This is an optimization exercise on Yosys and OpenROAD, whose aim is small area, not a production implementation. Where RTL was checked, it was by simulation tests only, not by an equivalence proof against the original. The RTL of run 4 was laid out without a check of its function. Power figures rest on the tool's default switching activity, not on a simulated workload.

[flow/run.sh]
#!/bin/bash
# Standard layout flow; only the clock tree options differ: no dummy loads
# are added to balance the clock tree, and leaf buffers are clkbuf_8.
set -e
export CTS_ARGS="-sink_clustering_enable -repair_clock_nets -dont_use_dummy_load -buf_list sky130_fd_sc_hd__clkbuf_8 -sink_clustering_size 16 -sink_clustering_max_diameter 60"
bash standard.sh > standard.log 2>&1
[standard.sh]
#!/bin/bash
# synth_recipe.tcl (not shown) runs the flow's synth.tcl, then flattens the netlist and writes it again
# the make line also repeats each setting of config.mk as NAME=value (left out here)
make -C /OpenROAD-flow-scripts/flow DESIGN_CONFIG=/design/flow/config.mk WORK_HOME=/design/flow/orfs CLKGATE_MAP_FILE= SYNTH_SCRIPT=/design/flow/synth_recipe.tcl "${@:-finish}"
[config.mk]
export PLATFORM = sky130hd
export DESIGN_NAME = Segway
export DESIGN_NICKNAME = Segway
export VERILOG_FILES = /design/flow/design.v
export SDC_FILE = /design/flow/constraint.sdc
export NUM_CORES = 4
export LEC_CHECK = 0
export CAP_MARGIN = 20
export CORE_MARGIN = 2
export CORE_UTILIZATION = 70
export CTS_BUF_LIST = sky130_fd_sc_hd__clkbuf_8
export GPL_TIMING_DRIVEN = 0
export PLACE_DENSITY = 0.85
export SLEW_MARGIN = 20
[constraint.sdc]
create_clock -name core_clock -period 16.0 [get_ports {clk}]
set_input_delay 3.2000 -clock core_clock [delete_from_list [all_inputs] [get_ports {clk}]]
set_output_delay 3.2000 -clock core_clock [all_outputs]
set_load 0.01 [all_outputs]
[design.v]
module UART_rcv(clk,rst_n,RX,clr_rdy,rdy,is_g,is_s);
  input clk,rst_n;
  input RX;
  input clr_rdy;
  output reg rdy;
  output reg is_g, is_s;
  localparam [11:0] B_HALF = 12'hCEE;    
  localparam [11:0] B_FULL = 12'h000;    
  localparam [11:0] B_ZERO = 12'h1B1;
  localparam [7:0] CH_G = 8'h67, CH_S = 8'h73;
  reg rx_ff1, rx_ff2;
  reg [3:0] bit_cnt;       
  reg [11:0] baud;
  wire idle  = bit_cnt[3] & bit_cnt[1] & bit_cnt[0];
  wire last  = bit_cnt[3] & bit_cnt[1] & ~bit_cnt[0];
  wire recv  = ~(bit_cnt[3] & bit_cnt[1]);
  wire start = idle & ~rx_ff2;
  wire shift = recv & (baud == B_ZERO);
  wire [3:0] bit_inc;
  rc_inc #(4) ibc(.a(bit_cnt), .ci(1'b1), .s(bit_inc), .co());
  always_ff @(posedge clk or negedge rst_n)
    if (!rst_n) begin
      rx_ff1 <= 1'b1;
      rx_ff2 <= 1'b1;
    end else begin
      rx_ff1 <= RX;
      rx_ff2 <= rx_ff1;
    end
  always_ff @(posedge clk or negedge rst_n)
    if (!rst_n)
      bit_cnt <= 4'd11;
    else if (start)
      bit_cnt <= 4'd0;
    else if (shift)
      bit_cnt <= bit_inc;
    else if (last)
      bit_cnt <= 4'd11;
  always_ff @(posedge clk)
    if (start)
      baud <= B_HALF;
    else if (shift)
      baud <= B_FULL;
    else
      baud <= {baud[10:0], ~(baud[11] ^ baud[5] ^ baud[3] ^ baud[0])};
  reg eg, es;
  always_comb
    case (bit_cnt)
      4'd1: begin eg = CH_G[0]; es = CH_S[0]; end
      4'd2: begin eg = CH_G[1]; es = CH_S[1]; end
      4'd3: begin eg = CH_G[2]; es = CH_S[2]; end
      4'd4: begin eg = CH_G[3]; es = CH_S[3]; end
      4'd5: begin eg = CH_G[4]; es = CH_S[4]; end
      4'd6: begin eg = CH_G[5]; es = CH_S[5]; end
      4'd7: begin eg = CH_G[6]; es = CH_S[6]; end
      4'd8: begin eg = CH_G[7]; es = CH_S[7]; end
      default: begin eg = rx_ff2; es = rx_ff2; end    
    endcase
  always_ff @(posedge clk)
    if (start) begin
      is_g <= 1'b1;
      is_s <= 1'b1;
    end else if (shift) begin
      is_g <= is_g & (rx_ff2 == eg);
      is_s <= is_s & (rx_ff2 == es);
    end
  always_ff @(posedge clk or negedge rst_n)
    if (!rst_n)
      rdy <= 1'b0;
    else if (start || clr_rdy)
      rdy <= 1'b0;
    else if (last)
      rdy <= 1'b1;
endmodule
module Auth_blk (clk,rst_n,RX,rider_off,pwr_up);
  input rider_off;
  input RX;
  input clk;
  input rst_n;
  output logic pwr_up;
  logic rx_rdy, is_g, is_s;
  logic clr_rx_rdy;
  UART_rcv receiver(.clk(clk), .rst_n(rst_n), .RX(RX), .clr_rdy(clr_rx_rdy), .rdy(rx_rdy),
                    .is_g(is_g), .is_s(is_s));
  typedef enum reg [1:0] {OFF, PWR1, PWR2} state_t;
  state_t state, nxt_state;
  wire got_g = is_g & rx_rdy;
  wire got_s = is_s & rx_rdy;
  always_ff @(posedge clk, negedge rst_n)
    if (!rst_n)
      state <= OFF;
    else
      state <= nxt_state;
  always_comb begin
    pwr_up = 0;
    clr_rx_rdy = 0;
    nxt_state = OFF;
    case (state)
      OFF: if (got_g) begin
             clr_rx_rdy = 1;
             nxt_state = PWR1;
           end
      PWR1: begin
        pwr_up = 1;
        if (rider_off) begin
          clr_rx_rdy = 1;
          nxt_state = OFF;
        end else if (got_s) begin
          clr_rx_rdy = 1;
          nxt_state = PWR2;
        end else
          nxt_state = PWR1;
      end
      PWR2: begin
        pwr_up = 1;
        if (!rider_off && got_g) begin
          clr_rx_rdy = 1;
          nxt_state = PWR1;
        end else if (rider_off) begin
          clr_rx_rdy = 1;
          nxt_state = OFF;
        end else
          nxt_state = PWR2;
      end
      default: nxt_state = OFF;
    endcase
  end
endmodule
module SPI_mstr16(clk,rst_n,wrt,SS_n,SCLK,p,sc,smpl,shft);
  input clk, rst_n, wrt;
  output logic SS_n;
  output SCLK;
  output [4:0] p, sc;
  output smpl, shft;
  logic [9:0] cnt;
  wire [9:0] cnt_inc;
  rc_inc #(10) inc(.a(cnt), .ci(1'b1), .s(cnt_inc), .co());
  assign SCLK = cnt[4];
  assign p = cnt[9:5];
  assign sc = cnt[4:0];
  wire run = ~SS_n & ~cnt[9];                   
  assign smpl = run & (cnt[4:0] == 5'd15);      
  assign shft = run & (&cnt[4:0]);              
  wire last = ~SS_n & (cnt == 10'h1FF);
  always_ff @(posedge clk)
    if (SS_n)
      cnt <= 10'h3F7;
    else
      cnt <= cnt_inc;
  always_ff @(posedge clk, negedge rst_n)
    if (!rst_n)
      SS_n <= 1'b1;
    else if (SS_n) begin
      if (wrt) SS_n <= 1'b0;
    end else if (last)
      SS_n <= 1'b1;
endmodule
module inertial_integrator(clk,rst_n,vld,rd_lo,n_rt_lo,n_rt_hi,n_AZ,p,j,fus_go,ptch,ptch_nxt);
  input clk,rst_n,vld,rd_lo;
  input [7:0] n_rt_lo, n_rt_hi;
  input [15:0] n_AZ;
  input [4:0] p, j;
  input fus_go;
  output [15:0] ptch;
  output [15:0] ptch_nxt;         
  logic [26:0] ptch_int;
  assign ptch = ptch_int[26:11];
  logic k1, k2;
  wire [7:0] lo, lsum;
  wire lc, lk;
  rc_add #(8) a0(.a(n_rt_lo), .b(8'hC2), .ci(1'b0), .s(lo), .co(lc));
  rc_add #(8) a1(.a(ptch_int[7:0]), .b(lo), .ci(1'b1), .s(lsum), .co(lk));
  always_ff @(posedge clk)
    if (rd_lo) begin
      k1 <= lc;
      k2 <= lk;
    end
  always_ff @(posedge clk, negedge rst_n)
    if (!rst_n)
      ptch_int[7:0] <= 8'h0;
    else if (rd_lo)
      ptch_int[7:0] <= lsum;
  logic [7:0] dl;           
  logic [2:0] cy;           
  logic cx;                 
  logic fus;
  wire init = p[4];                          
  wire az = ~n_AZ[j[3:0]];
  wire kb = (j == 5'd7) | (j == 5'd8);
  wire xj = j[4] ? dl[0] : (az ^ kb ^ cx);   
  wire cxn = (az & kb) | (cx & (az ^ kb));
  reg yb;                                    
  always_comb
    if (j < 5'd13)
      yb = 1'b0;
    else if (j > 5'd28)
      yb = ~ptch[15];
    else
      yb = ~ptch[j[3:0] + 4'd3];
  wire s1 = xj ^ dl[0] ^ dl[1];
  wire k1s = (xj & dl[0]) | (dl[1] & (xj ^ dl[0]));
  wire s2 = dl[5] ^ dl[7] ^ yb;
  wire k2s = (dl[5] & dl[7]) | (yb & (dl[5] ^ dl[7]));
  wire ob = s1 ^ s2 ^ cy[0];
  wire k3 = (s1 & s2) | (cy[0] & (s1 ^ s2));
  wire s4 = k1s ^ k2s ^ k3;
  wire k4 = (k1s & k2s) | (k3 & (k1s ^ k2s));
  wire h0 = s4 ^ cy[1];
  wire k5 = s4 & cy[1];
  wire f1 = k4 ^ k5 ^ cy[2];
  wire k6 = (k4 & k5) | (cy[2] & (k4 ^ k5));
  always_ff @(posedge clk)
    if (init) begin
      dl <= 8'h0;
      cy <= 3'h0;
      cx <= 1'b0;
    end else begin
      dl <= {dl[6:0], xj};
      cy <= {k6, f1, h0};
      cx <= cxn;
    end
  always_ff @(posedge clk)
    if (fus_go & (p == 5'd0) & (&j))
      fus <= ~ob;
  wire [7:0] nh;
  rc_add #(8) a5(.a(n_rt_hi), .b(8'h03), .ci(k1), .s(nh), .co());
  wire [8:0] e;
  rc_add #(9) a6(.a({nh[7], nh}), .b(fus ? 9'h002 : 9'h1FE), .ci(1'b0), .s(e), .co());
  wire [18:0] nxt;
  rc_add #(19) a7(.a(ptch_int[26:8]), .b({{10{e[8]}}, e}), .ci(k2), .s(nxt), .co());
  assign ptch_nxt = nxt[18:3];
  always_ff @(posedge clk, negedge rst_n)
    if (!rst_n)
      ptch_int[26:8] <= 19'h0;
    else if (vld)
      ptch_int[26:8] <= nxt;
endmodule
module inert_intf(clk,rst_n,tmr,vld,ptch,ptch_nxt,SS_n,SCLK,MOSI,MISO,INT);
  input clk,rst_n;
  input [15:0] tmr;                
  input MISO,INT;
  output logic vld;
  output SS_n,SCLK,MOSI;
  output [15:0] ptch;
  output [15:0] ptch_nxt;
  logic [7:0] hold_pitchH, hold_AZH;      
  logic INT_ff1, INT_ff2;
  logic wrt, done;
  logic rd_ptchL, rd_ptchH, rd_AZL, rd_AZH;
  logic MISO_smpl;
  logic [7:0] rx;                  
  logic [3:0] txi;                 
  logic smpl, shft;
  logic [15:0] cmd;
  typedef enum logic [3:0] {INIT1,INIT2,INIT3,INIT4,WAIT,READ1,READ2,READ3,READ4} state_t;
  state_t state, nextState;
  always_ff @(posedge clk) begin
    INT_ff1 <= INT;
    INT_ff2 <= INT_ff1;
  end
  logic [4:0] p, sc;
  SPI_mstr16 spi(.clk(clk), .rst_n(rst_n), .wrt(wrt), .SS_n(SS_n), .SCLK(SCLK), .p(p), .sc(sc),
                 .smpl(smpl), .shft(shft));
  assign done = SS_n;
  always_ff @(posedge clk)
    if (smpl) MISO_smpl <= MISO;
  wire [3:0] txi_inc;
  rc_inc #(4) itx(.a(txi), .ci(1'b1), .s(txi_inc), .co());
  always_ff @(posedge clk)
    if (wrt & ~SS_n)
      rx <= 8'hFF;
    else if (shft)
      rx <= {rx[6:0], ~MISO_smpl};
  always_ff @(posedge clk)
    if (wrt)
      txi <= 4'h0;
    else if (shft)
      txi <= txi_inc;
  always_comb
    case (state)
      INIT2: cmd = 16'h0D02;
      INIT3: cmd = 16'h1053;
      INIT4: cmd = 16'h1150;
      WAIT:  cmd = 16'h1460;
      READ1: cmd = 16'hA200;
      READ2: cmd = 16'hA300;
      READ3: cmd = 16'hAC00;
      default: cmd = 16'hAD00;
    endcase
  assign MOSI = cmd[~txi];
  always_ff @(posedge clk)
    if (rd_ptchH) hold_pitchH <= rx;
  always_ff @(posedge clk, negedge rst_n)
    if (!rst_n)
      hold_AZH <= 8'hFF;
    else if (rd_AZH)
      hold_AZH <= rx;
  always_ff @(posedge clk, negedge rst_n)
    if (!rst_n)
      state <= INIT1;
    else
      state <= nextState;
  wire t10 = &tmr[9:0];
  always_comb begin
    wrt = 0;
    vld = 0;
    rd_ptchL = 0;
    rd_ptchH = 0;
    rd_AZL = 0;
    rd_AZH = 0;
    nextState = state;
    case (state)
      INIT1: if (&tmr[15:10] & t10) begin nextState = INIT2; wrt = 1; end
      INIT2: if (t10) begin nextState = INIT3; wrt = 1; end
      INIT3: if (t10) begin nextState = INIT4; wrt = 1; end
      INIT4: if (t10) begin nextState = WAIT; wrt = 1; end
      WAIT:  if (INT_ff2) begin nextState = READ1; wrt = 1; end
      READ1: if (done) begin rd_ptchL = 1; wrt = 1; nextState = READ2; end
      READ2: if (done) begin rd_ptchH = 1; wrt = 1; nextState = READ3; end
      READ3: if (done) begin rd_AZL = 1; wrt = 1; nextState = READ4; end
      READ4: if (done) begin rd_AZH = 1; vld = 1; nextState = WAIT; end
      default: nextState = INIT1;
    endcase
  end
  wire fus_go = (state == READ4) & ~SS_n;
  inertial_integrator integrator_DUT(.clk(clk), .rst_n(rst_n), .vld(vld), .rd_lo(rd_ptchL),
      .n_rt_lo(rx), .n_rt_hi(hold_pitchH), .n_AZ({hold_AZH,rx}), .p(p), .j(sc), .fus_go(fus_go),
      .ptch(ptch), .ptch_nxt(ptch_nxt));
endmodule
module balance_cntrl(clk,rst_n,vld,ptch,ptch_nxt,ld_cell_diff,cnt,lft_pwm,lft_rev,
                     rght_pwm,rght_rev,rider_off,en_steer,pwr_up);
  input clk,rst_n;
  input vld;
  input [15:0] ptch;
  input [15:0] ptch_nxt;           
  input [8:0] ld_cell_diff;       
  input rider_off;
  input en_steer;
  input pwr_up;
  input [10:0] cnt;               
  output lft_pwm;                  
  output lft_rev;
  output rght_pwm;                 
  output rght_rev;
  logic [17:0] integrator;
  logic [9:0] tempI;
  logic [6:0] dsat;                
  wire [9:0] err = ptch[15] ? (&ptch[14:9] ? ptch[9:0] : 10'h200)
                            : (|ptch[14:9] ? 10'h1FF : ptch[9:0]);
  wire [9:0] err_nxt = ptch_nxt[15] ? (&ptch_nxt[14:9] ? ptch_nxt[9:0] : 10'h200)
                                    : (|ptch_nxt[14:9] ? 10'h1FF : ptch_nxt[9:0]);
  wire [17:0] isum;
  rc_add #(18) ai(.a(integrator), .b({{8{err[9]}}, err}), .ci(1'b0), .s(isum), .co());
  wire ov = (err[9] == integrator[17]) & (err[9] != isum[17]);
  always_ff @(posedge clk, negedge rst_n)
    if (!rst_n)
      integrator <= 18'h0;
    else if (rider_off | ~pwr_up)
      integrator <= 18'h0;
    else if (vld & ~ov)
      integrator <= isum;
  wire [9:0] dd;
  rc_add #(10) ad(.a(err_nxt), .b(~tempI), .ci(1'b1), .s(dd), .co());
  wire [6:0] dsat_nxt = (dd[9] & ~&dd[8:6]) ? 7'h40 : (~dd[9] & |dd[8:6]) ? 7'h3F : dd[6:0];
  always_ff @(posedge clk, negedge rst_n)
    if (!rst_n) begin
      tempI <= 10'h0;
      dsat <= 7'h0;
    end else if (vld) begin
      tempI <= err;
      dsat <= dsat_nxt;
    end
  wire [15:0] ds = {{9{dsat[6]}}, dsat};
  wire [15:0] es = {{6{err[9]}}, err};
  wire [15:0] p14, pi, cs_s, cs_c, pid;
  rc_add #(16) ap(.a(es << 4), .b(~(es << 1)), .ci(1'b1), .s(p14), .co());
  rc_add #(16) aq(.a(p14), .b(integrator[17:2]), .ci(1'b0), .s(pi), .co());
  wire [15:0] d4 = ds << 2, d16 = ds << 4;
  assign cs_s = pi ^ d4 ^ d16;
  assign cs_c = (pi & d4) | (d16 & (pi ^ d4));
  rc_add #(16) ar(.a(cs_s), .b({cs_c[14:0], 1'b0}), .ci(1'b0), .s(pid), .co());
  wire [15:0] st = en_steer ? {{7{ld_cell_diff[8]}}, ld_cell_diff} : 16'h0;
  wire [15:0] lt, rt;
  rc_add #(16) al(.a(pid), .b(~st), .ci(1'b1), .s(lt), .co());
  rc_add #(16) ab(.a(pid), .b(st), .ci(1'b0), .s(rt), .co());
  shape shl(.t(lt), .pwr_up(pwr_up), .cnt(cnt), .pwm(lft_pwm), .rev(lft_rev));
  shape shr(.t(rt), .pwr_up(pwr_up), .cnt(cnt), .pwm(rght_pwm), .rev(rght_rev));
endmodule
module shape(input [15:0] t, input pwr_up, input [10:0] cnt, output pwm, output rev);
  wire neg = t[15];
  wire [15:0] x = t ^ {16{neg}};                      
  wire big = |x[15:11];
  wire ge_sat, ge_lo, rv_x;
  rc_ge #(11) c1(.a(x[10:0]), .b(neg ? 11'd1067 : 11'd1068), .ge(ge_sat));
  rc_ge #(7) c2(.a(x[6:0]), .b(neg ? 7'd69 : 7'd70), .ge(ge_lo));
  rc_ge #(15) c3(.a(x[14:0]), .b(15'd31788), .ge(rv_x));     
  wire sat = big | ge_sat;                            
  wire sml = ~big & ~|x[10:7] & ~ge_lo;               
  wire [6:0] a7;
  rc_inc #(7) ia(.a(x[6:0]), .ci(neg), .s(a7), .co());
  wire [10:0] opa = sml ? {a7, 4'h0} : x[10:0];
  wire [10:0] opb = sml ? ~{4'h0, a7} : 11'd980;
  wire ci = sml | neg;
  wire [10:0] nc = ~cnt;
  wire [10:0] cs_s = opa ^ opb ^ nc;
  wire [10:0] cs_c = (opa & opb) | (nc & (opa ^ opb));
  wire [10:0] cb = {cs_c[9:0], ci};
  wire [11:0] cc;
  assign cc[0] = 1'b0;
  genvar i;
  generate for (i = 0; i < 11; i = i + 1) begin : g
    assign cc[i+1] = (cs_s[i] & cb[i]) | (cc[i] & (cs_s[i] | cb[i]));
  end endgenerate
  wire hi = cc[11];
  assign pwm = pwr_up & (sat ? ~&cnt : sml ? (hi & cs_c[10]) : (hi | cs_c[10]));
  assign rev = neg ^ rv_x;
endmodule
module steer_en(clk,rst_n,lft_ld,rght_ld,en_steer,rider_off,ld_cell_diff);
  input clk;
  input rst_n;
  input [11:0] lft_ld;
  input [11:0] rght_ld;
  output logic en_steer;
  output logic rider_off;
  output [8:0] ld_cell_diff;       
  wire [11:0] dif, sum;
  wire nb, sc;
  rc_add #(12) ad(.a(lft_ld), .b(~rght_ld), .ci(1'b1), .s(dif), .co(nb));    
  rc_add #(12) as(.a(lft_ld), .b(rght_ld), .ci(1'b0), .s(sum), .co(sc));
  assign ld_cell_diff = dif[11:3];
  wire sum_gt_min = |sum[11:9];
  wire s_le_32r;
  rc_ge #(13) g1(.a({rght_ld[7:0], 5'h0}), .b({sc, sum}), .ge(s_le_32r));
  wire diff_gt_15_16 = ~nb | (~|rght_ld[11:8] & ~s_le_32r);
  wire d_ge;
  rc_ge #(12) g2(.a(dif), .b({1'b0, sc, sum[11:2]}), .ge(d_ge));
  wire diff_lt_1_4 = nb & ~d_ge;
  localparam [15:0] T_FULL = 16'hD577;
  logic [15:0] timer;
  logic clr_tmr;
  wire tmr_full = (timer == T_FULL);
  always_ff @(posedge clk)
    if (clr_tmr)
      timer <= 16'h0;
    else
      timer <= {timer[14:0], ~(timer[15] ^ timer[14] ^ timer[12] ^ timer[3])};
  typedef enum logic [1:0] {IDLE, WAIT, STEER} state_t;
  state_t state, nextState;
  always_ff @(posedge clk, negedge rst_n)
    if (!rst_n)
      state <= IDLE;
    else
      state <= nextState;
  always_comb begin
    clr_tmr = 0;
    en_steer = 0;
    rider_off = 0;
    nextState = IDLE;
    case (state)
      IDLE:
        if (sum_gt_min) begin
          nextState = WAIT;
          clr_tmr = 1;
        end
      WAIT:
        if (!sum_gt_min) begin
          nextState = IDLE;
          rider_off = 1;
        end else if (diff_lt_1_4) begin
          nextState = WAIT;
          clr_tmr = 1;
        end else if (tmr_full)
          nextState = STEER;
        else
          nextState = WAIT;
      STEER: begin
        en_steer = 1;
        if (!sum_gt_min) begin
          nextState = IDLE;
          rider_off = 1;
        end else if (diff_gt_15_16) begin
          clr_tmr = 1;
          nextState = WAIT;
        end else
          nextState = STEER;
      end
      default:
        nextState = IDLE;
    endcase
  end
endmodule
module PWM11(PWM_sig, on, clk, rst_n);
  input clk, rst_n;
  input on;                        
  output reg PWM_sig;
  reg Q;
  always @(posedge clk)
    Q <= on;
  always @(posedge clk or negedge rst_n)
    if (!rst_n)
      PWM_sig <= 1'b0;
    else
      PWM_sig <= Q;
endmodule
module mtr_drv(input clk, rst_n, lft_rev, rght_rev, input lft_on, input rght_on,
               output [15:0] tmr,
               output logic PWM_rev_lft, PWM_frwrd_lft, PWM_rev_rght, PWM_frwrd_rght);
  logic [15:0] cnt;
  wire [15:0] cnt_inc;
  rc_inc #(16) inc(.a(cnt), .ci(1'b1), .s(cnt_inc), .co());
  always_ff @(posedge clk, negedge rst_n)
    if (!rst_n)
      cnt <= 16'h0;
    else
      cnt <= cnt_inc;
  assign tmr = cnt;
  logic PWM_sig_left, PWM_sig_right;
  PWM11 pwm_left(.clk(clk), .rst_n(rst_n), .on(lft_on), .PWM_sig(PWM_sig_left));
  PWM11 pwm_right(.clk(clk), .rst_n(rst_n), .on(rght_on), .PWM_sig(PWM_sig_right));
  assign PWM_rev_lft = lft_rev & PWM_sig_left;
  assign PWM_rev_rght = rght_rev & PWM_sig_right;
  assign PWM_frwrd_lft = ~lft_rev & PWM_sig_left;
  assign PWM_frwrd_rght = ~rght_rev & PWM_sig_right;
endmodule
module A2D_intf(clk, rst_n, nxt, lft_ld, rght_ld, SS_n, SCLK, MOSI, MISO);
  input clk, rst_n, nxt;
  input MISO;
  output logic [11:0] lft_ld, rght_ld;
  output SS_n, SCLK, MOSI;
  logic wrt, done, update;
  logic [1:0] counter;
  logic [11:0] rx;
  logic [4:0] p;
  logic smpl;
  typedef enum logic [1:0] {IDLE, TELL, READ} state_t;
  state_t state, nxt_state;
  SPI_mstr16 spi(.clk(clk), .rst_n(rst_n), .wrt(wrt), .SS_n(SS_n), .SCLK(SCLK), .p(p), .sc(),
                 .smpl(smpl), .shft());
  assign done = SS_n;
  always_ff @(posedge clk)
    if (smpl) rx <= {rx[10:0], MISO};
  assign MOSI = (p == 5'd2) & (counter != 2'd0) | (p == 5'd4) & (counter == 2'd2);
  always_ff @(posedge clk, negedge rst_n)
    if (!rst_n)
      state <= IDLE;
    else
      state <= nxt_state;
  always_comb begin
    wrt = 0;
    update = 0;
    nxt_state = state;
    case (state)
      IDLE: if (nxt) begin wrt = 1; nxt_state = TELL; end
      TELL: if (done) begin wrt = 1; nxt_state = READ; end
      READ: if (done) begin update = 1; nxt_state = IDLE; end
      default: nxt_state = IDLE;
    endcase
  end
  always_ff @(posedge clk, negedge rst_n)
    if (!rst_n) begin
      lft_ld <= 12'h0;
      rght_ld <= 12'h0;
    end else if (update) begin
      if (counter == 2'd0) lft_ld <= rx;
      if (counter == 2'd1) rght_ld <= rx;
    end
  always_ff @(posedge clk, negedge rst_n)
    if (!rst_n)
      counter <= 2'd0;
    else if (update)
      counter <= (counter == 2'd2) ? 2'd0 : {counter[0], ~counter[0] & ~counter[1]};
endmodule
module reset_synch(RST_n, clk, rst_n);
input RST_n, clk;
output reg rst_n;
reg int_rst;
always @(negedge clk or negedge RST_n) begin
	if(!RST_n)
		int_rst <= 1'b0;
	else
		int_rst <= 1'b1;
end
always @(negedge clk or negedge RST_n) begin
	if(!RST_n)
		rst_n <= 1'b0;
	else
		rst_n <= int_rst;
end
endmodule
module Segway(clk,RST_n,INERT_SS_n,INERT_MOSI,
              INERT_SCLK,INERT_MISO,A2D_SS_n,A2D_MOSI,A2D_SCLK,
              A2D_MISO,PWM_rev_rght,PWM_frwrd_rght,PWM_rev_lft,
              PWM_frwrd_lft,INT,RX);
  input clk,RST_n;
  input INERT_MISO;
  input A2D_MISO;
  input INT;
  input RX;
  output A2D_SS_n, INERT_SS_n;
  output A2D_MOSI, INERT_MOSI;
  output A2D_SCLK, INERT_SCLK;
  output PWM_rev_rght, PWM_frwrd_rght;
  output PWM_rev_lft, PWM_frwrd_lft;
  wire rst_n;
  wire [11:0] lft_ld, rght_ld;
  wire lft_on, rght_on;
  wire lft_rev, rght_rev;
  wire rider_off, pwr_up, en_steer;
  wire vld;
  wire [15:0] ptch, ptch_nxt;
  wire [8:0] ld_cell_diff;
  wire [15:0] tmr;                       
  reset_synch iRST(.clk(clk),.RST_n(RST_n),.rst_n(rst_n));
  Auth_blk auth(.clk(clk), .rst_n(rst_n), .RX(RX), .rider_off(rider_off), .pwr_up(pwr_up));
  inert_intf inert(.clk(clk), .rst_n(rst_n), .tmr(tmr), .vld(vld), .ptch(ptch), .ptch_nxt(ptch_nxt),
                   .SS_n(INERT_SS_n), .SCLK(INERT_SCLK), .MOSI(INERT_MOSI), .MISO(INERT_MISO), .INT(INT));
  balance_cntrl blctrl(.clk(clk), .rst_n(rst_n), .vld(vld), .ptch(ptch), .ptch_nxt(ptch_nxt), .ld_cell_diff(ld_cell_diff),
                       .cnt(tmr[10:0]), .lft_pwm(lft_on), .lft_rev(lft_rev), .rght_pwm(rght_on), .rght_rev(rght_rev),
                       .rider_off(rider_off), .en_steer(en_steer), .pwr_up(pwr_up));
  steer_en steer(.clk(clk), .rst_n(rst_n), .lft_ld(lft_ld), .rght_ld(rght_ld),
                 .en_steer(en_steer), .rider_off(rider_off), .ld_cell_diff(ld_cell_diff));
  mtr_drv mtr(.clk(clk), .rst_n(rst_n), .tmr(tmr), .lft_on(lft_on), .lft_rev(lft_rev),
              .rght_on(rght_on), .rght_rev(rght_rev),
              .PWM_rev_lft(PWM_rev_lft), .PWM_frwrd_lft(PWM_frwrd_lft),
              .PWM_rev_rght(PWM_rev_rght), .PWM_frwrd_rght(PWM_frwrd_rght));
  A2D_intf A2D(.clk(clk), .rst_n(rst_n), .nxt(vld), .lft_ld(lft_ld), .rght_ld(rght_ld),
               .SS_n(A2D_SS_n), .SCLK(A2D_SCLK), .MOSI(A2D_MOSI), .MISO(A2D_MISO));
endmodule
module rc_add #(parameter N = 8) (input [N-1:0] a, input [N-1:0] b, input ci,
                                  output [N-1:0] s, output co);
  wire [N:0] c;
  assign c[0] = ci;
  genvar i;
  generate for (i = 0; i < N; i = i + 1) begin : g
    assign s[i] = a[i] ^ b[i] ^ c[i];
    assign c[i+1] = (a[i] & b[i]) | (c[i] & (a[i] ^ b[i]));
  end endgenerate
  assign co = c[N];
endmodule
module rc_inc #(parameter N = 8) (input [N-1:0] a, input ci, output [N-1:0] s, output co);
  wire [N:0] c;
  assign c[0] = ci;
  genvar i;
  generate for (i = 0; i < N; i = i + 1) begin : g
    assign s[i] = a[i] ^ c[i];
    assign c[i+1] = a[i] & c[i];
  end endgenerate
  assign co = c[N];
endmodule
module rc_ge #(parameter N = 8) (input [N-1:0] a, input [N-1:0] b, output ge);
  wire [N:0] c;
  assign c[0] = 1'b1;
  genvar i;
  generate for (i = 0; i < N; i = i + 1) begin : g
    assign c[i+1] = (a[i] & ~b[i]) | (c[i] & (a[i] | ~b[i]));
  end endgenerate
  assign ge = c[N];
endmodule
==> results.py, run 1 <==
metrics = {
    "run_status": {
        "status": "complete, no violations",
    },
    "clock_tree": {
        "worstSkewPairLatency_ps": 560,
        "cts_resized": 0,
        "clk_pin_slew_worst_paths_ps": 100,
        "clock-sinks": 237,
        "htree_levels": 1,
        "cts_tree": "yes",
        "numCtsBuffers": 23,
        "hold_buffers": 0,
        "post_cts_buffers": 0,
        "clk_path_buf_depth": 3,
        "root_buffer": "clkbuf_8",
    },
    "logic_synthesis": {
        "synth-edff-count": 24,
        "synthCells": 1546,
        "ys_seq_area_frac": 0.3555,
        "async_reset_ff_frac": 0.5696,
        "ys_seq_elements": 237,
        "synth_cell_types": 85,
        "synth_warnings": 11,
        "netlist_area_sq_um": 15970,
        "synthesis.nets": 1818,
        "synth_ff_type": "dfrtp_1",
        "syn_avg_cell_area_sq_um": 10.33,
    },
    "timing": {
        "rsz0062_at_grt": "false",
        "slew_headroom": 0.4477,
        "skew_ps": 46.30,
        "min_period_over_period": 0.9546,
        "tightest_slew_ps": 822.1,
        "drv_slew": 0,
        "finalSetupViolCount": 0,
        "period_needed_ps": 15270,
        "final-hold-violation-count": 0,
        "setup_tns_ps": 0,
        "max_freq_mhz": 65.47,
    },
    "layout": {
        "layout-drive-gt1-share": 0.07282,
        "nFillCells": 1486,
        "multi_input_area_sq_um": 9440,
        "num-nets-final": 1867,
        "layout-area-overhead-vs-synth_pct": 6.109,
        "final_cells": 1878,
        "regArea_sq_um": 5679,
        "antennaDiodeCount": 0,
    },
    "die": {
        "rows": 55,
        "die_area_sq_um": 24050,
        "die_y_microns": 155.1,
        "initial_core_util": 0.7099,
        "die_w_microns": 155.1,
        "core_sq_um": 22500,
        "pin_count": 16,
    },
    "grt": {
        "grt_pass1_wl_microns": 57560,
        "grt_max_degree": 19,
        "grt_pass1_vias": 11910,
        "antenna_found_initial": 0,
        "grt.total_usage": 0.2978,
        "gr-total-overflow": 0,
    },
    "placement": {
        "portBuffers": 15,
        "gp_congestion": 0.9131,
        "hpwl_microns": 26240,
        "place_inst": 1855,
    },
    "critical_path": {
        "crit_path_end_kind": "output port",
        "cp_slowest_stage_delay_ps": 610,
        "r2r_start": "inert.integrator_DUT.k1",
        "critPathBufInv": 5,
        "critPathKind": "reg2out",
        "worst_ep_required_time_ps": 12800,
        "startpoint_type": "flip-flop",
        "path_max_fanout": 11,
        "crit_slowest_cell": "clkdlybuf4s50_1",
        "cp_top_family": "adder cells",
        "critPathMostFrequentCell": "fa_1",
        "crit_arrival_ps": 12070,
        "startpoint": "A2D.rght_ld[0]",
    },
    "detailed_routing": {
        "first_pass_iters": 5,
        "drt_iter0_drc": 787,
        "viasPerCell": 5.958,
        "vias": 11190,
        "drc_errors": 0,
        "ant_nets": 0,
        "routed_wl_microns": 33910,
        "wire_per_inst_microns": 18.06,
    },
    "power_and_ir_drop": {
        "powerDensity_nw_per_um2": 55.72,
        "cellLeakagePower_uw": 0.008129,
        "peakVddDrop_mv": 0.07064,
    },
    "run": {
        "drv_cap": 0,
    },
    "hold_path": {
        "worstHoldStart": "iRST.int_rst",
        "hold_path.class": "reg2reg",
    },
}
-- synthesized netlist by cell type, drive strengths merged (9+ instances only) --
master  number  share of area
clkbuf      34         0.0080
o211ai      10         0.0047
nor2        98          0.023
dfrtp      118           0.18
nand2      218          0.051
o21ai       84          0.026
a21oi       46          0.014
maj3         9         0.0057
dfxtp       78          0.098
mux4         9          0.013
fa         152           0.19
a31oi       10         0.0039
buf          9         0.0031
dfstp       15          0.025
nand3       15         0.0047
or2         21         0.0082
edfxtp      24          0.045
nand2b      18         0.0070
and3        13         0.0054
nor2b       21         0.0082
and2        14         0.0055
nor3        16         0.0050
mux2i       29          0.018
xnor2       24          0.013
ha         114          0.089
inv        181          0.043
xor2        15          0.011
mux2        20          0.014
-- placed cells by master (no fill, tap or decap), types with 6 or more instances in the layout --
cell and instances:
o21ai_0 84, a22o_1 7, and2_1 14, nor3_1 16
maj3_1 8, clkbuf_8 23, clkbuf_1 34, inv_1 180
fa_1 152, nor4_1 6, dfxtp_1 78, nand2b_1 17
mux2_2 20, clkdlybuf4s50_1 15, mux4_2 9, edfxtp_1 24
a31oi_1 10, o22ai_1 8, nand4_1 8, nor2b_1 21
mux2i_1 29, ha_1 114, a21oi_1 46, xnor2_1 24
nand3_1 15, xor2_1 13, nor2_1 97, buf_8 8
and3_1 12, dfrtp_1 118, a21o_1 7, dfstp_2 15
or2_2 21, o211ai_1 10, a211oi_1 8, nand2_1 218
-- final timing paths --
check / to / slack, ps / depth (start not counted)
worst min-delay path: iRST.rst_n / 300 / 0
worst max-delay path: PWM_rev_rght / 730 / 34
max in group asynchronous: iRST.rst_n / 5140 / 1
worst max register to register: blctrl.dsat[0] / 1510 / 43
worst min register to register: iRST.rst_n / 300 / 0
min in group asynchronous: A2D.state[1] / 8170 / 0
-- stage by stage --
stage                     hold slack [ps]    util  setup slack [ps]  power [uW]  instance area (sq um)
final                               300.9  0.7532             726.7       944.5                  16950
after global routing                304.0  0.7532             166.1       970.8                  16950
after CTS                           302.3  0.7530             525.9       947.3                  16950
after detailed placement            301.5  0.7389              1133       630.1                  16630
after global placement              297.4  0.7324              1305       625.6                  16480
after floorplan                     291.7       -              2434       622.1                  15970
-- final cells by class --
type                    instances  share of cell area
plain buffers                  43             0.01041
clock buffers                  23             0.01868
inverters                     182             0.04030
multi-input cells            1084              0.5569
flip-flops and latches        237              0.3351
well taps                     285             0.02104
repair buffers                 24             0.01757
-- registers in the layout, indices dropped and copies added, names as in the netlist, 10 cells and up --
register / count
blctrl.tempI: 10
steer.timer: 16
auth.receiver.baud: 12
blctrl.integrator: 18
A2D.lft_ld: 12
A2D.spi.cnt: 10
mtr.cnt: 16
inert.integrator_DUT.ptch_int: 27
inert.spi.cnt: 10
A2D.rx: 12
A2D.rght_ld: 12
-- worst reg2reg max path, delay by kind of cell (launching register included) --
kind / cells / cell delay [ps]
AO/OA/AOI/OAI: 3 / 1180
flip-flops: 1 / 400
XOR/XNOR: 2 / 490
adder cells (fa/ha/maj): 29 / 11240
AND/OR/NAND/NOR: 3 / 690
buffers and inverters: 6 / 370
-- power by group --
group          internal [uW]  switching (uW)  leakage (uW)  total (uW)
logic                   4.69            7.59       0.00529        12.3
clock network            128             199      0.000165         327
registers                604           0.794       0.00268         605
total                    737             207       0.00813         945
-- cell families (layout without fill, tap and decap cells) --
| group | count (synthesis) | count (layout) | share of synthesized area |
|---|---|---|---|
| XOR/XNOR | 44 | 44 | 0.03102 |
| AND/OR/NAND/NOR | 482 | 482 | 0.1412 |
| multiplexers | 58 | 58 | 0.04496 |
| buffers and inverters | 225 | 272 | 0.05381 |
| other | 1 | 1 | 0.0002348 |
| adder cells (fa/ha/maj) | 275 | 275 | 0.2855 |
| AO/OA/AOI/OAI | 224 | 224 | 0.08773 |
| flip-flops | 237 | 237 | 0.3555 |
-- metal layers --
metal  track usage  vias to the layer above  share of wire
met5             0                        -              0
met3       0.04318                       82          0.055
met2        0.5128                      364           0.50
met1        0.3953                     5520           0.42
met4       0.09347                        0          0.026
li1              -                     5223              -
==> inputs of run 2 (changes only) <==
--- a/config.mk
+++ b/config.mk
@@ -7,8 +7,8 @@
 export LEC_CHECK = 0
 export CAP_MARGIN = 20
 export CORE_MARGIN = 2
-export CORE_UTILIZATION = 70
+export CORE_UTILIZATION = 60
 export CTS_BUF_LIST = sky130_fd_sc_hd__clkbuf_8
 export GPL_TIMING_DRIVEN = 0
-export PLACE_DENSITY = 0.85
+export PLACE_DENSITY = 0.75
 export SLEW_MARGIN = 20
==> run 2 against run 1 <==
Against the previous run:
- still clean
- combinational power hardly changed
- count of clock-buffer cells in the layout is 1 higher
- sequential cell count stayed put
- worst setup slack better by 130 ps
- global-route usage is 5.8 points lower
- largest power group unchanged
==> results.py, run 2 <==
metrics = {
    "detailed_routing": {
        "ant_nets": 0,
        "vias": 10960,
        "routed_wl_microns": 31920,
        "first_pass_iters": 16,
        "drc_errors": 0,
        "wire_per_inst_microns": 16.55,
        "drt_iter0_drc": 729,
        "viasPerCell": 5.680,
    },
    "placement": {
        "place_inst": 1905,
        "hpwl_microns": 25260,
        "gp_congestion": 0.8554,
        "portBuffers": 15,
    },
    "timing": {
        "min_period_over_period": 0.9467,
        "rsz0062_at_grt": "false",
        "tightest_slew_ps": 1042,
        "max_freq_mhz": 66.02,
        "drv_slew": 0,
        "period_needed_ps": 15150,
        "slew_headroom": 0.3029,
        "skew_ps": 89.26,
        "setup_tns_ps": 0,
        "finalSetupViolCount": 0,
        "final-hold-violation-count": 0,
    },
    "power_and_ir_drop": {
        "seq_power_share": 0.641,
        "swShare": 0.2137,
        "internal_power_uw": 742.8,
        "powerDensity_nw_per_um2": 55.45,
        "p_sw_uw": 201.9,
        "power_frac_clock": 0.346,
        "peakVddDrop_mv": 0.04474,
        "pwr-share-comb": 0.013,
        "cellLeakagePower_uw": 0.008141,
    },
    "die": {
        "core_sq_um": 26130,
        "die_w_microns": 167.2,
        "pin_count": 16,
        "rows": 59,
        "die_y_microns": 167.2,
        "initial_core_util": 0.6113,
        "die_area_sq_um": 27940,
    },
    "layout": {
        "final_cells": 1929,
        "num-nets-final": 1868,
        "final_common_cell": "nand2_1",
        "layout-area-overhead-vs-synth_pct": 6.650,
        "largest-register": "inert.integrator_DUT.ptch_int",
        "top_regs": "inert.integrator_DUT.ptch_int (27), blctrl.integrator (18)",
        "antennaDiodeCount": 0,
        "nFillCells": 2081,
        "final_cell_mix": "218 x nand2_1, 180 x inv_1, 152 x fa_1",
        "largest_register_ffs": 27,
        "layout-drive-gt1-share": 0.07277,
    },
    "clock_tree": {
        "htree_levels": 1,
        "numCtsBuffers": 24,
        "cts_tree": "yes",
        "clk_pin_slew_worst_paths_ps": 60,
        "worstSkewPairLatency_ps": 580,
        "root_buffer": "clkbuf_8",
        "clk_path_buf_depth": 3,
        "post_cts_buffers": 0,
        "clock-sinks": 237,
    },
    "logic_synthesis": {
        "synth_xor_area_frac": 0.03102,
        "synth_cell_types": 85,
        "ys_seq_elements": 237,
        "synthTopCellsByArea": "fa_1 19%, dfrtp_1 18%, dfxtp_1 9.8%, ha_1 8.9%, nand2_1 5.1%",
        "yosysMostFrequentCell": "nand2_1",
        "synth_warnings": 11,
        "yosys.area.top_type": "fa_1",
        "yosys.area_share.simple": 0.1412,
        "synth_ff_type": "dfrtp_1",
        "synthTopCellsByCount": "218 x nand2_1, 180 x inv_1, 152 x fa_1",
        "synthCells": 1546,
        "synth_top_area_share": 0.1905,
        "synthesis.nets": 1818,
        "syn_avg_cell_area_sq_um": 10.33,
        "synth-edff-count": 24,
        "synth_compound_area_frac": 0.08773,
        "synthAdderAreaFrac": 0.2855,
        "synthMuxAreaShare": 0.04496,
        "netlist_area_sq_um": 15970,
        "ys_seq_area_frac": 0.3555,
        "async_reset_ff_frac": 0.5696,
        "synth_top_family_by_area": "adder cells",
    },
    "run": {
        "drv_cap": 0,
    },
    "grt": {
        "antenna_found_initial": 0,
        "grt.total_usage": 0.2394,
        "grt_pass1_wl_microns": 54990,
        "grt_pass1_vias": 11250,
        "gr-total-overflow": 0,
        "grt_max_degree": 18,
    },
    "run_status": {
        "status": "complete, no violations",
    },
    "critical_path": {
        "crit_path_end_kind": "output port",
        "r2r_start": "inert.hold_pitchH[0]",
        "worst_ep_required_time_ps": 12800,
        "critPathMostFrequentCell": "fa_1",
        "startpoint_type": "flip-flop",
        "path_max_fanout": 11,
        "startpoint": "A2D.rght_ld[0]",
        "cp_slowest_stage_delay_ps": 600,
        "crit_slowest_cell": "clkdlybuf4s50_1",
        "critPathKind": "reg2out",
        "crit_arrival_ps": 11950,
    },
    "hold_path": {
        "worstHoldStart": "mtr.pwm_left.Q",
        "hold_path.class": "reg2reg",
    },
}
-- run 2: cell counts after synthesis --
No cell type changed its count.
-- run 2: power by group through the flow --
stage               registers [uW]  clock network, uW  logic, uW
floorplan                      622                  0      0.382
global placement               624                  0       1.70
detailed placement             618                  0       12.8
CTS                            606                338       12.8
global route                   606                360       14.0
finish                         606                327       12.3
-- run 2: stage by stage --
step	utilization	setup WS, ps	power [uW]	hold WS [ps]	area [sq um]
after floorplan	-	2434	622.1	291.7	15970
after global placement	0.6331	1232	625.7	298.4	16540
after detailed placement	0.6392	1073	630.6	297.8	16700
after CTS	0.6518	536.1	956.2	278.2	17030
after global routing	0.6519	189.4	980.0	299.8	17040
final	0.6519	853.2	944.7	289.8	17040
-- run 2: kinds of logic after synthesis --
logic type | after synthesis
mux | 58
flops | 237
xor+xnor | 44
simple gates | 482
compound gates | 224
buf+inv | 225
fa+ha+maj | 275
other cells | 1
-- run 2: area by class of cell --
class / instances / area [sq um] / share of cell area
well taps: 335 / 419.2 / 0.02460
plain buffers: 43 / 176.4 / 0.01036
multi-input cells: 1084 / 9438 / 0.5540
repair buffers: 24 / 310.3 / 0.01821
clock buffers: 24 / 330.3 / 0.01939
inverters: 182 / 683.2 / 0.04010
flip-flops and latches: 237 / 5679 / 0.3334
-- run 2: routing by layer --
layer,routed length [microns],part of all wire,vias up,track usage
met3,1238,0.039,44,0.02623
met5,0,0,-,0
li1,-,-,5230,-
met1,14710,0.46,5460,0.3387
met4,471,0.015,0,0.05898
met2,15500,0.49,222,0.4019
-- run 2: what timing repair did --
action	in CTS	in global routing
hold buffers	0	0
gates resized for setup	0	1
setup endpoints to repair	0	1
-- run 2: path summary, 6_finish.rpt --
check                                                     to  slack [ps]  cells past startpoint
max in group asynchronous                         iRST.rst_n        5130                      1
hold / removal                          mtr.pwm_left.PWM_sig         290                      0
min in group asynchronous  inert.integrator_DUT.ptch_int[13]        8290                      0
setup / recovery                                PWM_rev_rght         850                     35
setup reg to reg                              blctrl.dsat[2]        1630                     43
hold reg to reg                         mtr.pwm_left.PWM_sig         290                      0
-- run 2: worst max-delay path: cells and delay by family, from the launching register on --
kind / cells / cell delay [ps]
buffers and inverters: 6 / 1230
DFF: 1 / 440
adders and majority gates: 19 / 7370
and+or+nand+nor: 5 / 1340
AOI/OAI and AO/OA: 3 / 540
xor gates and xnor gates: 2 / 540
==> inputs of run 3 (changes only) <==
==> flow/run.sh (replaced) <==
#!/bin/bash
# Standard layout flow; only the clock tree options differ: no dummy loads
# are added to balance the clock tree, and leaf buffers are clkbuf_8.
set -e
export CTS_ARGS="-sink_clustering_enable -repair_clock_nets -dont_use_dummy_load -buf_list sky130_fd_sc_hd__clkbuf_16 -sink_clustering_size 25 -sink_clustering_max_diameter 60"
bash standard.sh > standard.log 2>&1
==> run 3 against run 2 <==
Against the previous run:
- synthesized area is the same
- via count is 0.12% higher
- non-clock buffer count unchanged
- cell count about the same
- hold slack improved by 5.9 ps
- combinational power about the same
- fmax down 0.54%
- register-to-register slack gained 40 ps
- global-route usage increased by 0.25 points
- clock skew is 27 ps lower
- highest routed layer unchanged
==> results.py, run 3 <==
metrics = {
    "run_status": {
        "status": "complete, no violations",
    },
    "critical_path": {
        "critPathMostFrequentCell": "fa_1",
        "cp_slowest_stage_delay_ps": 610,
        "critPathKind": "reg2out",
        "startpoint": "A2D.rght_ld[0]",
        "critPathBufInv": 6,
        "startpoint_type": "flip-flop",
        "crit_path_end_kind": "output port",
        "worst_ep_required_time_ps": 12800,
        "path_max_fanout": 11,
        "crit_arrival_ps": 12030,
        "cp_top_family": "adder cells",
        "r2r_start": "inert.hold_pitchH[0]",
        "crit_slowest_cell": "clkdlybuf4s50_1",
    },
    "timing": {
        "final-hold-violation-count": 0,
        "slew_headroom": 0.3039,
        "period_needed_ps": 15230,
        "skew_ps": 62.38,
        "max_freq_mhz": 65.67,
        "drv_slew": 0,
        "setup_tns_ps": 0,
        "min_period_over_period": 0.9518,
        "rsz0062_at_grt": "false",
        "tightest_slew_ps": 1040,
        "finalSetupViolCount": 0,
    },
    "grt": {
        "grt_max_degree": 26,
        "grt_pass1_vias": 11440,
        "gr-total-overflow": 0,
        "grt_pass1_wl_microns": 55500,
        "grt.total_usage": 0.2418,
        "antenna_found_initial": 0,
    },
    "placement": {
        "portBuffers": 15,
        "dpl_cell_area_sq_um": 16700,
        "hpwl_microns": 25260,
        "gp_congestion": 0.8554,
    },
    "die": {
        "pin_count": 16,
        "initial_core_util": 0.6113,
        "die_w_microns": 167.2,
        "rows": 59,
        "die_y_microns": 167.2,
        "core_sq_um": 26130,
        "die_area_sq_um": 27940,
    },
    "logic_synthesis": {
        "synth-edff-count": 24,
        "yosysMostFrequentCell": "nand2_1",
        "synth_ff_type": "dfrtp_1",
        "synthTopCellsByArea": "fa_1 19%, dfrtp_1 18%, dfxtp_1 9.8%, ha_1 8.9%, nand2_1 5.1%",
        "synth_top_area_share": 0.1905,
        "synthCells": 1546,
        "yosys.area.top_type": "fa_1",
        "synth_warnings": 11,
        "synthTopCellsByCount": "218 x nand2_1, 180 x inv_1, 152 x fa_1",
        "ys_seq_elements": 237,
        "async_reset_ff_frac": 0.5696,
        "synthesis.nets": 1818,
        "ys_seq_area_frac": 0.3555,
        "synth_cell_types": 85,
        "syn_avg_cell_area_sq_um": 10.33,
        "netlist_area_sq_um": 15970,
    },
    "power_and_ir_drop": {
        "p_sw_uw": 218.3,
        "peakVddDrop_mv": 0.07208,
        "pwr-share-comb": 0.011,
        "cellLeakagePower_uw": 0.008252,
        "power_frac_clock": 0.427,
        "swShare": 0.2022,
        "seq_power_share": 0.561,
        "internal_power_uw": 861.4,
        "powerDensity_nw_per_um2": 62.48,
    },
    "layout": {
        "layout-area-overhead-vs-synth_pct": 8.185,
        "num-nets-final": 1867,
        "multi_input_area_sq_um": 9438,
        "largest-register": "inert.integrator_DUT.ptch_int",
        "layout-drive-gt1-share": 0.07219,
        "stdcell_area_sq_um": 17280,
        "final_cell_mix": "218 x nand2_1, 180 x inv_1, 152 x fa_1",
        "antennaDiodeCount": 0,
        "nFillCells": 2048,
        "regArea_sq_um": 5679,
        "largest_register_ffs": 27,
        "final_common_cell": "nand2_1",
        "top_regs": "inert.integrator_DUT.ptch_int (27), blctrl.integrator (18)",
    },
    "clock_tree": {
        "htree_levels": 1,
        "post_cts_buffers": 0,
        "root_buffer": "clkbuf_16",
        "numCtsBuffers": 23,
        "hold_buffers": 0,
        "cts_tree": "yes",
        "worstSkewPairLatency_ps": 540,
        "clock-sinks": 237,
        "clk_pin_slew_worst_paths_ps": 80,
        "cts_resized": 0,
        "clk_path_buf_depth": 3,
    },
    "detailed_routing": {
        "wire_per_inst_microns": 16.67,
        "first_pass_iters": 16,
        "drc_errors": 0,
        "ant_nets": 0,
        "vias": 10970,
        "routed-wl-met2_microns": 15480,
        "drt_iter0_drc": 644,
        "viasPerCell": 5.689,
        "dr.max_layer_used": "met4",
        "routed_wl_microns": 32150,
        "m1WireLength_microns": 14680,
        "dr_wl_met3_microns": 1312,
    },
    "hold_path": {
        "worstHoldStart": "iRST.int_rst",
        "hold_path.class": "reg2reg",
    },
    "run": {
        "drv_cap": 0,
    },
}
[run 3: cell count changes in the layout (fill, tap and decap cells not counted), sizes merged]
cell,change
clkbuf,-1
[run 3: path summary, 6_finish.rpt]
kind                                                     end  slack [ps]  depth (start not counted)
setup / recovery                                PWM_rev_rght         770                         35
hold / removal                                    iRST.rst_n         300                          0
setup reg to reg                              blctrl.dsat[0]        1670                         43
hold reg to reg                                   iRST.rst_n         300                          0
max in group asynchronous                         iRST.rst_n        5140                          1
min in group asynchronous  inert.integrator_DUT.ptch_int[13]        8330                          0
[run 3: cell families (layout without fill, tap and decap cells)]
group	Yosys count	in the layout	share of synthesized area
AO/OA/AOI/OAI	224	224	0.08773
XOR/XNOR	44	44	0.03102
adder cells (fa/ha/maj)	275	275	0.2855
buffers and inverters	225	272	0.05381
flip-flops	237	237	0.3555
multiplexers	58	58	0.04496
other	1	1	0.0002348
AND/OR/NAND/NOR	482	482	0.1412
[run 3: power groups by stage]
stage	registers, uW	clock network (uW)	logic [uW]
2_1_floorplan	622	0	0.382
3_3_place_gp	624	0	1.70
3_5_place_dp	618	0	12.8
4_1_cts	606	472	12.8
5_1_grt	606	496	14.0
6_report	606	461	12.3
[run 3: metal layers]
metal	GRT usage	vias up
met3	0.02860	54
met5	0	-
met2	0.4072	199
li1	-	5226
met4	0.06541	0
met1	0.3374	5490
[run 3: layout make-up]
class	instances	area share
Multi-Input combinational cell	1084	0.5461
Sequential cell	237	0.3286
Inverter	182	0.03953
Clock buffer	23	0.03330
Tap cell	335	0.02425
Timing Repair Buffer	24	0.01796
Buffer	43	0.01021
[run 3: stage by stage]
stage	total power, uW	setup slack (ps)	utilization	instances	hold WS [ps]
6_report	1080	771.7	0.6613	1928	295.7
5_1_grt	1116	176.1	0.6613	1928	302.0
4_1_cts	1091	503.2	0.6612	1928	298.0
3_5_place_dp	630.6	1073	0.6392	1905	297.8
3_3_place_gp	625.7	1232	0.6331	1896	298.4
2_1_floorplan	622.1	2434	-	1546	291.7
==> inputs of run 4 (changes only) <==
--- a/design.v
+++ b/design.v
@@ -371,13 +371,11 @@
     end
   wire [15:0] ds = {{9{dsat[6]}}, dsat};
   wire [15:0] es = {{6{err[9]}}, err};
-  wire [15:0] p14, pi, cs_s, cs_c, pid;
+  wire [15:0] p14, d20, pd, pid;
   rc_add #(16) ap(.a(es << 4), .b(~(es << 1)), .ci(1'b1), .s(p14), .co());
-  rc_add #(16) aq(.a(p14), .b(integrator[17:2]), .ci(1'b0), .s(pi), .co());
-  wire [15:0] d4 = ds << 2, d16 = ds << 4;
-  assign cs_s = pi ^ d4 ^ d16;
-  assign cs_c = (pi & d4) | (d16 & (pi ^ d4));
-  rc_add #(16) ar(.a(cs_s), .b({cs_c[14:0], 1'b0}), .ci(1'b0), .s(pid), .co());
+  rc_add #(16) aq(.a(ds << 4), .b(ds << 2), .ci(1'b0), .s(d20), .co());
+  rc_add #(16) ar(.a(p14), .b(d20), .ci(1'b0), .s(pd), .co());
+  rc_add #(16) as(.a(pd), .b(integrator[17:2]), .ci(1'b0), .s(pid), .co());
   wire [15:0] st = en_steer ? {{7{ld_cell_diff[8]}}, ld_cell_diff} : 16'h0;
   wire [15:0] lt, rt;
   rc_add #(16) al(.a(pid), .b(~st), .ci(1'b1), .s(lt), .co());
==> flow/run.sh (replaced) <==
#!/bin/bash
# Standard layout flow; only the clock tree options differ: no dummy loads
# are added to balance the clock tree, and leaf buffers are clkbuf_8.
set -e
export CTS_ARGS="-sink_clustering_enable -repair_clock_nets -dont_use_dummy_load -buf_list sky130_fd_sc_hd__clkbuf_8 -sink_clustering_size 16 -sink_clustering_max_diameter 60"
bash standard.sh > standard.log 2>&1
==> run 4 against run 3 <==
Against the previous run:
- global-route usage is 0.50 points lower
- die area is 0.20% higher
- clock power down 27%
- fmax decreased by 0.12%
- sequential share of layout area grew 0.44 points
- largest power group unchanged
- highest routed layer unchanged
==> results.py, run 4 <==
metrics = {
    "run_status": {
        "status": "complete, no violations",
    },
    "die": {
        "core_sq_um": 26130,
        "initial_core_util": 0.6125,
        "rows": 59,
        "die_area_sq_um": 28000,
        "die_y_microns": 167.3,
        "pin_count": 16,
        "die_w_microns": 167.3,
    },
    "timing": {
        "final-hold-violation-count": 0,
        "skew_ps": 106.5,
        "tightest_slew_ps": 1032,
        "whs_ps": 300.3,
        "min_period_over_period": 0.9529,
        "max_freq_mhz": 65.59,
        "slew_headroom": 0.3098,
        "finalSetupViolCount": 0,
        "period_needed_ps": 15250,
        "rsz0062_at_grt": "false",
        "setup_tns_ps": 0,
        "drv_slew": 0,
    },
    "grt": {
        "grt_pass1_wl_microns": 54650,
        "antenna_found_initial": 0,
        "grt_pass1_vias": 11160,
        "grt_max_degree": 18,
        "gr-total-overflow": 0,
        "grt.total_usage": 0.2369,
    },
    "critical_path": {
        "critPathBufInv": 4,
        "r2r_end": "blctrl.dsat[5]",
        "worst_ep_required_time_ps": 12800,
        "path_max_fanout": 10,
        "startpoint_type": "flip-flop",
        "cp_slowest_stage_delay_ps": 560,
        "crit_path_end_kind": "output port",
        "critPathKind": "reg2out",
        "r2r_start": "inert.hold_pitchH[0]",
        "path_depth": 32,
        "endpoint": "PWM_rev_rght",
        "cp_top_family": "adder cells",
        "startpoint": "A2D.rght_ld[0]",
        "crit_slowest_cell": "fa_1",
        "reg2reg_depth": 43,
        "r2r_slack_ps": 1700,
        "critPathMostFrequentCell": "fa_1",
        "crit_arrival_ps": 12050,
    },
    "logic_synthesis": {
        "syn_avg_cell_area_sq_um": 10.37,
        "synthTopCellsByArea": "fa_1 19%, dfrtp_1 18%, dfxtp_1 9.8%, ha_1 8.8%, inv_1 4.6%",
        "synth_ff_type": "dfrtp_1",
        "async_reset_ff_frac": 0.5696,
        "yosysMostFrequentCell": "inv_1",
        "synth_warnings": 11,
        "synthCells": 1543,
        "synthesis.nets": 1816,
        "synthTopCellsByCount": "197 x inv_1, 189 x nand2_1, 154 x fa_1",
        "synth_top_area_share": 0.1926,
        "yosys.area.top_type": "fa_1",
        "synth-edff-count": 24,
        "ys_seq_elements": 237,
        "synth_cell_types": 86,
        "netlist_area_sq_um": 16010,
        "ys_seq_area_frac": 0.3548,
    },
    "detailed_routing": {
        "first_pass_iters": 5,
        "drt_iter0_drc": 791,
        "vias": 10820,
        "routed_wl_microns": 31520,
        "drc_errors": 0,
        "ant_nets": 0,
        "wire_per_inst_microns": 16.37,
        "viasPerCell": 5.615,
    },
    "layout": {
        "largest_register_ffs": 27,
        "nFillCells": 2097,
        "largest-register": "inert.integrator_DUT.ptch_int",
        "final_common_cell": "inv_1",
        "antennaDiodeCount": 0,
        "top_regs": "inert.integrator_DUT.ptch_int (27), blctrl.integrator (18)",
        "layout-area-overhead-vs-synth_pct": 6.535,
        "num-nets-final": 1866,
        "final_cell_mix": "197 x inv_1, 189 x nand2_1, 154 x fa_1",
        "layout-drive-gt1-share": 0.07291,
    },
    "clock_tree": {
        "numCtsBuffers": 25,
        "clk_path_buf_depth": 3,
        "root_buffer": "clkbuf_8",
        "clock-sinks": 237,
        "htree_levels": 1,
        "post_cts_buffers": 0,
        "hold_buffers": 0,
        "cts_tree": "yes",
        "clk_pin_slew_worst_paths_ps": 100,
        "worstSkewPairLatency_ps": 600,
        "cts_resized": 0,
    },
    "hold_path": {
        "hold_path.class": "reg2reg",
    },
    "run": {
        "drv_cap": 0,
    },
    "placement": {
        "portBuffers": 15,
        "hpwl_microns": 25020,
        "gp_congestion": 0.8684,
    },
    "power_and_ir_drop": {
        "cellLeakagePower_uw": 0.008023,
        "peakVddDrop_mv": 0.06146,
        "powerDensity_nw_per_um2": 55.96,
    },
}
==> run 4: cell count changes after synthesis, sizes merged, moves of 6 or more <==
cell | before | now
a21oi | 46 | 59
inv | 181 | 200
nand2 | 218 | 189
nor2 | 98 | 82
nor2b | 21 | 36
xnor2 | 24 | 30
xor2 | 15 | 9
==> run 4: where the power goes <==
part	switching [uW]	leakage (uW)	total, uW	internal, uW
registers	1.05	0.00267	605	604
clock network	199	0.000180	337	138
logic	7.21	0.00517	11.7	4.46
total	207	0.00802	954	747
==> run 4: cell type report <==
| type | count | area [sq um] | share of cell area |
|---|---|---|---|
| multi-input cells | 1064 | 9414 | 0.5521 |
| repair buffers | 23 | 282.8 | 0.01658 |
| inverters | 200 | 753.2 | 0.04417 |
| clock buffers | 25 | 344.1 | 0.02018 |
| well taps | 335 | 419.2 | 0.02458 |
| plain buffers | 42 | 160.2 | 0.009392 |
| flip-flops and latches | 237 | 5679 | 0.3330 |
==> run 4: cells by family (layout without fill, tap and decap cells) <==
family                   Yosys count  count (layout)  share of synthesized area
AO/OA/AOI/OAI                    238             238                    0.09216
XOR/XNOR                          43              43                    0.02955
adder cells (fa/ha/maj)          276             276                     0.2867
buffers and inverters            242             290                    0.05706
flip-flops                       237             237                     0.3548
multiplexers                      52              52                    0.04205
other                              1               1                  0.0002343
AND/OR/NAND/NOR                  454             454                     0.1374
==> run 4: layer usage <==
metal / part of all wire / GRT usage / vias to the layer above
li1: - / - / 5206
met1: 0.47 / 0.3414 / 5351
met2: 0.47 / 0.3848 / 205
met3: 0.041 / 0.03262 / 53
met4: 0.021 / 0.05860 / 0
met5: 0 / 0 / -
==> run 4: worst min-delay path by stage <==
stage	cells after the start	end	from	slack [ps]
floorplan	0	iRST.rst_n	iRST.int_rst	290
global placement	0	iRST.rst_n	iRST.int_rst	300
detailed placement	0	iRST.rst_n	iRST.int_rst	300
CTS	0	iRST.rst_n	iRST.int_rst	300
global route	0	iRST.rst_n	iRST.int_rst	320
finish	0	iRST.rst_n	iRST.int_rst	300
==> run 4: stage by stage <==
stage	cell area (sq um)	instances	power [uW]	utilization	setup WS, ps
floorplan	16010	1543	622.3	-	2521
global placement	16580	1893	626.0	0.6343	1470
detailed placement	16710	1901	630.0	0.6394	1349
CTS	17050	1926	967.3	0.6525	674.3
global route	17050	1926	993.2	0.6525	75.88
finish	17050	1926	954.3	0.6525	753.9
